From an optimization exercise on the open Yosys and OpenROAD flow, aimed at small area; shortcuts taken in it are not production practice.
In this exercise RTL edits were held to simulation tests only and were not proved equivalent to the original.
No activity file was given, so power comes from the tool's default toggle rates.

## try-tundra
## maindsp48a1
module maindsp48a1 (
  input [17:0] A, B, D,
  input [47:0] C,
  input [17:0] BCIN,
  input [47:0] PCIN,
  input [7:0] OPMODE,
  input clk, CARRYIN,
  input RSTA, RSTB, RSTC, RSTCARRYIN, RSTD, RSTM, RSTOPMODE, RSTP,
  input CEA, CEB, CEM, CEP, CEC, CED, CECARRYIN, CEOPMODE,
  output [47:0] P,
  output [35:0] M,
  output CARRYOUT, CARRYOUTF,
  output [17:0] BCOUT,
  output [47:0] PCOUT
);
Size: roughly 350 I/O pins, ~17000 um^2 of cells after synthesis.
==> flow/config.mk <==
export PLATFORM = sky130hd
export DESIGN_NAME = maindsp48a1
export DESIGN_NICKNAME = maindsp48a1
export VERILOG_FILES = /design/flow/design.v
export SDC_FILE = /design/flow/constraint.sdc
export NUM_CORES = 4
export LEC_CHECK = 0
export CAP_MARGIN = 20
export CORE_MARGIN = 2
export CORE_UTILIZATION = 40
export SLEW_MARGIN = 20
export SYNTH_HIERARCHICAL = 1
==> flow/constraint.sdc <==
create_clock -name core_clock -period 7.0 [get_ports {clk}]
set_input_delay 1.4000 -clock core_clock [delete_from_list [all_inputs] [get_ports {clk}]]
set_output_delay 1.4000 -clock core_clock [all_outputs]
set_load 0.01 [all_outputs]
standard.sh (not shown) runs the stock make flow with config.mk's settings and CLKGATE_MAP_FILE= SYNTH_SCRIPT=/design/flow/synth_recipe.tcl, a recipe that flattens the netlist after the stock synthesis.
==> flow/flow/run.sh <==
#!/bin/bash
# Own layout flow: the standard flow (standard.sh) with two changes:
#  - after synthesis (the standard Yosys run, unchanged), every combinational
#    cell that Yosys/ABC mapped to a drive strength above 1 is set back to the
#    smallest cell of its family (downsize.tcl); repair_design/repair_timing
#    upsize again where timing needs it;
#  - the port buffers that buffer_ports adds are buf_1 cells.
# Each tool's output goes to the ORFS logs under orfs/logs plus standard.log here.
set -uo pipefail
export POST_SYNTH_TCL="$PWD/flow/downsize.tcl"
export BUFFER_PORTS_ARGS="-buffer_cell sky130_fd_sc_hd__buf_1"
export CTS_ARGS="-sink_clustering_enable -repair_clock_nets -dont_use_dummy_load -sink_buffer_max_cap_derate 0.03"
bash standard.sh > standard.log 2>&1
rc=$?
cp -r orfs/logs ./orfs_logs 2>/dev/null
exit $rc
==> flow/flow/downsize.tcl <==
# Set each combinational cell to the smallest drive strength of its family.
set db [ord::get_db]
set block [ord::get_db_block]
set n 0
foreach inst [$block getInsts] {
  set m [$inst getMaster]
  set name [$m getName]
  if {![regexp {^(sky130_fd_sc_hd__[a-z0-9]+)_([0-9]+)$} $name -> base sz]} { continue }
  if {[regexp {__(e?s?df|dl|buf|clkbuf|clkinv|conb|tap|fill|decap|diode)} $base]} { continue }
  set best $m
  set barea [expr {[$m getWidth] * [$m getHeight]}]
  foreach s {1 0} {
    set c [$db findMaster ${base}_$s]
    if {$c eq "NULL" || $c eq ""} { continue }
    set a [expr {[$c getWidth] * [$c getHeight]}]
    if {$a < $barea} { set best $c; set barea $a }
  }
  if {$best ne $m} {
    $inst swapMaster $best
    incr n
  }
}
puts "downsize.tcl: $n cells set to a smaller drive strength"
try-tundra: PASS, flow complete, no timing, DRC or antenna violations
> inputs changed (try-tundra -> try-ember)
diff --git a/flow/flow/run.sh b/flow/flow/run.sh
--- a/flow/flow/run.sh
+++ b/flow/flow/run.sh
@@ -12 +11,0 @@
-export CTS_ARGS="-sink_clustering_enable -repair_clock_nets -dont_use_dummy_load -sink_buffer_max_cap_derate 0.03"
diff --git a/flow/config.mk b/flow/config.mk
--- a/flow/config.mk
+++ b/flow/config.mk
@@ -10 +10 @@
-export CORE_UTILIZATION = 40
+export CORE_UTILIZATION = 50
--- outcome ---
On number of stages on the worst setup path, the lower figure sits with try-ember, not try-tundra. Compared with try-tundra, in try-ember power per cell area climbed 9.8 nW/um^2, final wirelength dropped about 2%, data-path buffer share of cell area in the final layout barely changed, fmax climbed about 0.47%, internal power of the cells climbed 0.15 mW. First-iteration DRC count for try-ember: 14% down relative to try-tundra. try-ember ends up with a final critical delay including setup and external delays that is 31 ps lower than in try-tundra. [try-ember vs try-tundra] first-pass GRT wire length: lower in try-ember. Changes observed in try-ember relative to try-tundra: weighted congestion reported at the end of routability-driven placement decreased by 0.032 relative to the old numbers, final hold slack closely matched the old numbers.
Relative to try-ember, the following input files were edited for try-quartz:
diff --git a/flow/config.mk b/flow/config.mk
--- a/flow/config.mk
+++ b/flow/config.mk
@@ -10 +10,3 @@
-export CORE_UTILIZATION = 50
+export CORE_UTILIZATION = 40
+export CTS_CLUSTER_DIAMETER = 150
+export CTS_CLUSTER_SIZE = 50
==> run summary <==
STATUS setup slack: try-quartz loses against try-ember. [diff] time the worst path needs with I/O delays and setup, try-quartz relative to try-ember: regression. Of the two values seen for top metal layer carrying routed signals, met5 was produced by try-ember and met4 by try-quartz. Horizontal die dimension (try-quartz over try-ember): increase, 12%. try-quartz vs try-ember, end point of the critical path: p_q[46]$_DFF_P_ vs p_q[34]$_DFF_P_. Looking at try-quartz and try-ember, the portion of total power attributed to sequential cells is a wash. try-quartz and try-ember ended up with roughly the same total chip power. For try-ember, the worst setup path startpoint was PCIN[0], unlike try-quartz, where it was opr_q[0]$_DFF_P_. try-quartz vs try-ember, met3 wire length went up by about 10%.
Setup changes, try-quartz to try-zinc
diff --git a/flow/config.mk b/flow/config.mk
--- a/flow/config.mk
+++ b/flow/config.mk
@@ -8 +8 @@
-export CAP_MARGIN = 20
+export CAP_MARGIN = 5
@@ -11,3 +11 @@
-export CTS_CLUSTER_DIAMETER = 150
-export CTS_CLUSTER_SIZE = 50
-export SLEW_MARGIN = 20
+export SLEW_MARGIN = 5
==> comparison <==
Looking at try-zinc and try-quartz, the core utilization is a wash.
Between try-zinc and try-quartz, it is try-zinc whose worst setup slack after placement is lower, by 14 ps.
Looking only at via density per instance, and setting everything else aside, the lower value of try-zinc and try-quartz goes to try-quartz.
The delay of the slowest cell on the worst path reported for try-zinc is greater than that of try-quartz by 30 ps.
Relative to try-quartz, the fill cell instance count of the final layout of try-zinc is lower by 0.92%.
The following lists how try-pepper was set up differently from try-zinc:
diff --git a/flow/config.mk b/flow/config.mk
--- a/flow/config.mk
+++ b/flow/config.mk
@@ -8 +8 @@
-export CAP_MARGIN = 5
+export CAP_MARGIN = 20
@@ -11 +11 @@
-export SLEW_MARGIN = 5
+export SLEW_MARGIN = 20
Notes after the runs:
Diff try-zinc..try-pepper | setup slack of the most critical reg-to-reg path | negligible
For proportion of cell area occupied by registers, try-pepper and try-zinc come out practically identical.
The slew at the pin closest to its max-slew limit in try-pepper was lower than what try-zinc gave.
As far as post-layout total power is concerned, try-zinc and try-pepper perform about the same.
Status: relative contribution of combinational cells to total power parity (try-pepper, try-zinc)
The following lists how try-nickel was set up differently from try-pepper:
diff --git a/flow/flow/run.sh b/flow/flow/run.sh
--- a/flow/flow/run.sh
+++ b/flow/flow/run.sh
@@ -11,0 +12 @@
+export CTS_ARGS="-sink_clustering_enable -repair_clock_nets -dont_use_dummy_load -sink_clustering_levels 1 -sink_clustering_size 25 -sink_clustering_max_diameter 150"
[summary]
From try-pepper to try-nickel the numbers moved as follows: total wire length after detailed routing has remained practically unchanged; first-iteration DRC count has increased; detailed-router iteration count before antenna repair has decreased.
Reported for try-pepper and try-nickel, post-detailed-placement half-perimeter wirelength turned out identical to the last digit.
For try-pepper, the start-to-end type of the worst setup path was register to register, unlike try-nickel, where it was input pin to register.
Looking at try-pepper and try-nickel, the worst supply voltage drop on vdd is a wash.
Minimum setup slack in the final design across try-pepper and try-nickel: no real change.

-- static timing again, ports no longer ideal --
The flow's constraints put no driver on any port. The routed layouts listed below were extracted and timed again, unchanged, in two steps. Step 1 assumes that a clkbuf_16 drives the clock port and a buf_2 every other input. Step 2, shift: input delay + t, output delay - t, t = (earliest + latest rising clock arrival at the registers) / 2. This alone moves slack from input paths to output paths. Three values: ideal, step 1, step 2; two values: the first two.
run	shift t [ns]	setup WS [ns]	latest minus earliest clock arrival (ns)
try-tundra	0.648	0.342 / 0.342 / -0.150	0.036 / 0.036
try-ember	0.508	0.373 / 0.390 / -0.103	0.018 / 0.019
try-quartz	0.529	0.357 / 0.357 / -0.128	0.019 / 0.020
try-zinc	0.522	0.344 / 0.354 / -0.150	0.017 / 0.018
try-pepper	0.529	0.357 / 0.357 / -0.128	0.019 / 0.020
try-nickel	0.517	0.358 / 0.362 / -0.130	0.036 / 0.036
With both steps, setup timing fails in every run listed, where it was met with ideal ports. For try-zinc, which loses most, drivers alone change the setup slack by +0.010 ns; drivers and shift together by -0.494 ns.
